This is an optimization exercise on Yosys and OpenROAD, whose aim is small area, a short achievable clock period and few clock cycles per item, not a production implementation. The RTL was checked by simulation tests, not by an equivalence proof against the original design.

==> build 96 <==
## fc_layer1_flattened
module fc_layer1_flattened #(
    parameter IN_SIZE  = 16,
    parameter OUT_SIZE = 8,
    parameter W = 8,
    parameter ACC_WIDTH = W+7
)(
    input clk,
    input reset,
    input start,
    input signed [W*IN_SIZE-1:0] in_vector_flat,
    input signed [W*(OUT_SIZE*IN_SIZE)-1:0] weights_flat,
    input signed [W*OUT_SIZE-1:0] biases_flat,
    output reg signed [W*OUT_SIZE-1:0] out_vector_flat,
    output reg done
);
clock: 10.0 ns
lec_check: 0
cap_margin: 20
cell_pad_in_sites_global_placement: 1
core_area: 5 5 795 795
cts_cluster_diameter: 50
cts_cluster_size: 20
die_area: 0 0 800 800
place_density: 0.36
setup_slack_margin: 2.2
slew_margin: 20
synth_hierarchical: 1
synth_minimum_keep_size: 0
buffer_ports_args: -buffer_cell sky130_fd_sc_hd__buf_1
standard.sh (not shown) runs the stock make flow with config.mk's settings and CLKGATE_MAP_FILE= SYNTH_SCRIPT=/design/flow/synth_recipe.tcl, a recipe that flattens the netlist after the stock synthesis.
==> flow/flow/run.sh <==
#!/bin/bash
# Standard layout, with plain buffers (not delay cells) on the ports.
set -e
cp standard.sh standard_sh_copy.log
echo "export BUFFER_PORTS_ARGS = -buffer_cell sky130_fd_sc_hd__buf_1" >> config.mk
bash standard.sh > standard_flow.log 2>&1
==> build 28: changes against build 96 <==
--- a/flow/design.v
+++ b/flow/design.v
@@ -1287,21 +1287,18 @@
     input signed [W*(OUT_SIZE*IN_SIZE)-1:0] weights_flat,
     input signed [W*OUT_SIZE-1:0] biases_flat,
     output reg signed [W*OUT_SIZE-1:0] out_vector_flat,
     output reg done
 );
-    wire [63:0] b_one, b_two, b_neg;
-    genvar gi, gk;
+    wire [63:0] b_one [0:3];
+    wire [63:0] b_two [0:3];
+    wire [63:0] b_neg [0:3];
+    genvar gb;
     generate
-        for (gi = 0; gi < 16; gi = gi + 1) begin : ENC
-            wire [8:0] xe = {in_vector_flat[gi*8 +: 8], 1'b0};
-            for (gk = 0; gk < 4; gk = gk + 1) begin : DIG
-                wire [2:0] t = xe[2*gk +: 3];
-                assign b_one[gk*16+gi] = t[1] ^ t[0];
-                assign b_two[gk*16+gi] = (t[2] & ~t[1] & ~t[0]) | (~t[2] & t[1] & t[0]);
-                assign b_neg[gk*16+gi] = t[2];
-            end
+        for (gb = 0; gb < 4; gb = gb + 1) begin : ENC_BANK
+            booth_enc u_enc (.in_vector_flat(in_vector_flat), .b_one(b_one[gb]),
+                             .b_two(b_two[gb]), .b_neg(b_neg[gb]));
         end
     endgenerate
     wire ns0, nc0;
     fa3 u_n0 (.a(in_vector_flat[105]), .b(in_vector_flat[113]), .c(in_vector_flat[121]), .s(ns0), .co(nc0));
     wire nhs1, nhc1;
@@ -1430,13 +1427,13 @@
         for (gn = 0; gn < 8; gn = gn + 1) begin : PE_INSTANCES
             PE_seq_flat pe_inst (
                 .clk(clk),
                 .en(start),
                 .weight_row_flat(weights_flat[gn*128 +: 128]),
-                .b_one(b_one),
-                .b_two(b_two),
-                .b_neg(b_neg),
+                .b_one(b_one[gn / 2]),
+                .b_two(b_two[gn / 2]),
+                .b_neg(b_neg[gn / 2]),
                 .bias(biases_flat[gn*8 +: 8]),
                 .neg_s(neg_s),
                 .neg_c(neg_c),
                 .result(res[gn])
             );
@@ -1446,5 +1443,24 @@
     always @(*) begin
         for (j = 0; j < 8; j = j + 1)
             out_vector_flat[j*8 +: 8] = res[j];
     end
 endmodule
+module booth_enc (
+    input [127:0] in_vector_flat,
+    output [63:0] b_one,      
+    output [63:0] b_two,      
+    output [63:0] b_neg       
+);
+    genvar gi, gk;
+    generate
+        for (gi = 0; gi < 16; gi = gi + 1) begin : ENC
+            wire [8:0] xe = {in_vector_flat[gi*8 +: 8], 1'b0};
+            for (gk = 0; gk < 4; gk = gk + 1) begin : DIG
+                wire [2:0] t = xe[2*gk +: 3];
+                assign b_one[gk*16+gi] = t[1] ^ t[0];
+                assign b_two[gk*16+gi] = (t[2] & ~t[1] & ~t[0]) | (~t[2] & t[1] & t[0]);
+                assign b_neg[gk*16+gi] = t[2];
+            end
+        end
+    endgenerate
+endmodule
==> summary of the runs <==
Wire length: build 96 is larger than build 28 (about 13%).
Of build 28 and build 96, build 28 has the higher final cell count (gap 2.1%, measured against build 96).
Against build 28, the count of clock-buffer cells in the layout of build 96 is lower by 18.
Of build 96 and build 28, build 28 has the higher utilization (gap 0.65 points).
Testbench counts of build 96, summed over its fixed seeds: cycles 960, items 960.
Testbench counts of build 28, summed over its fixed seeds: cycles 960, items 960.

-- static timing again, ports no longer ideal --
The results above use ideal ports. As a check the final layouts listed here were re-extracted and re-timed, cells and wires unchanged.
Step 1: set_driving_cell puts a clkbuf_16 on clk and a buf_2 on each other input, an assumption about the parent block.
Step 2 moves the port delays by t, midway between the first and last clock arrival at a register: inputs arrive t later, outputs are due t later. That takes back most of the time a late clock gives input paths.
Slacks: ideal / step 1 / step 2; pairs: ideal / step 1.
run | t, ns | setup slack, ns | latest minus earliest clock arrival (ns)
build 96 | 1.046 | 1.991 / 2.092 / 1.046 | 0.060 / 0.061
build 28 | 1.019 | 2.101 / 2.220 / 1.201 | 0.100 / 0.100
After both steps every run listed still meets setup and hold. The setup slack of build 96, which loses most, moves by +0.101 ns with the drivers and by -0.945 ns with both steps.
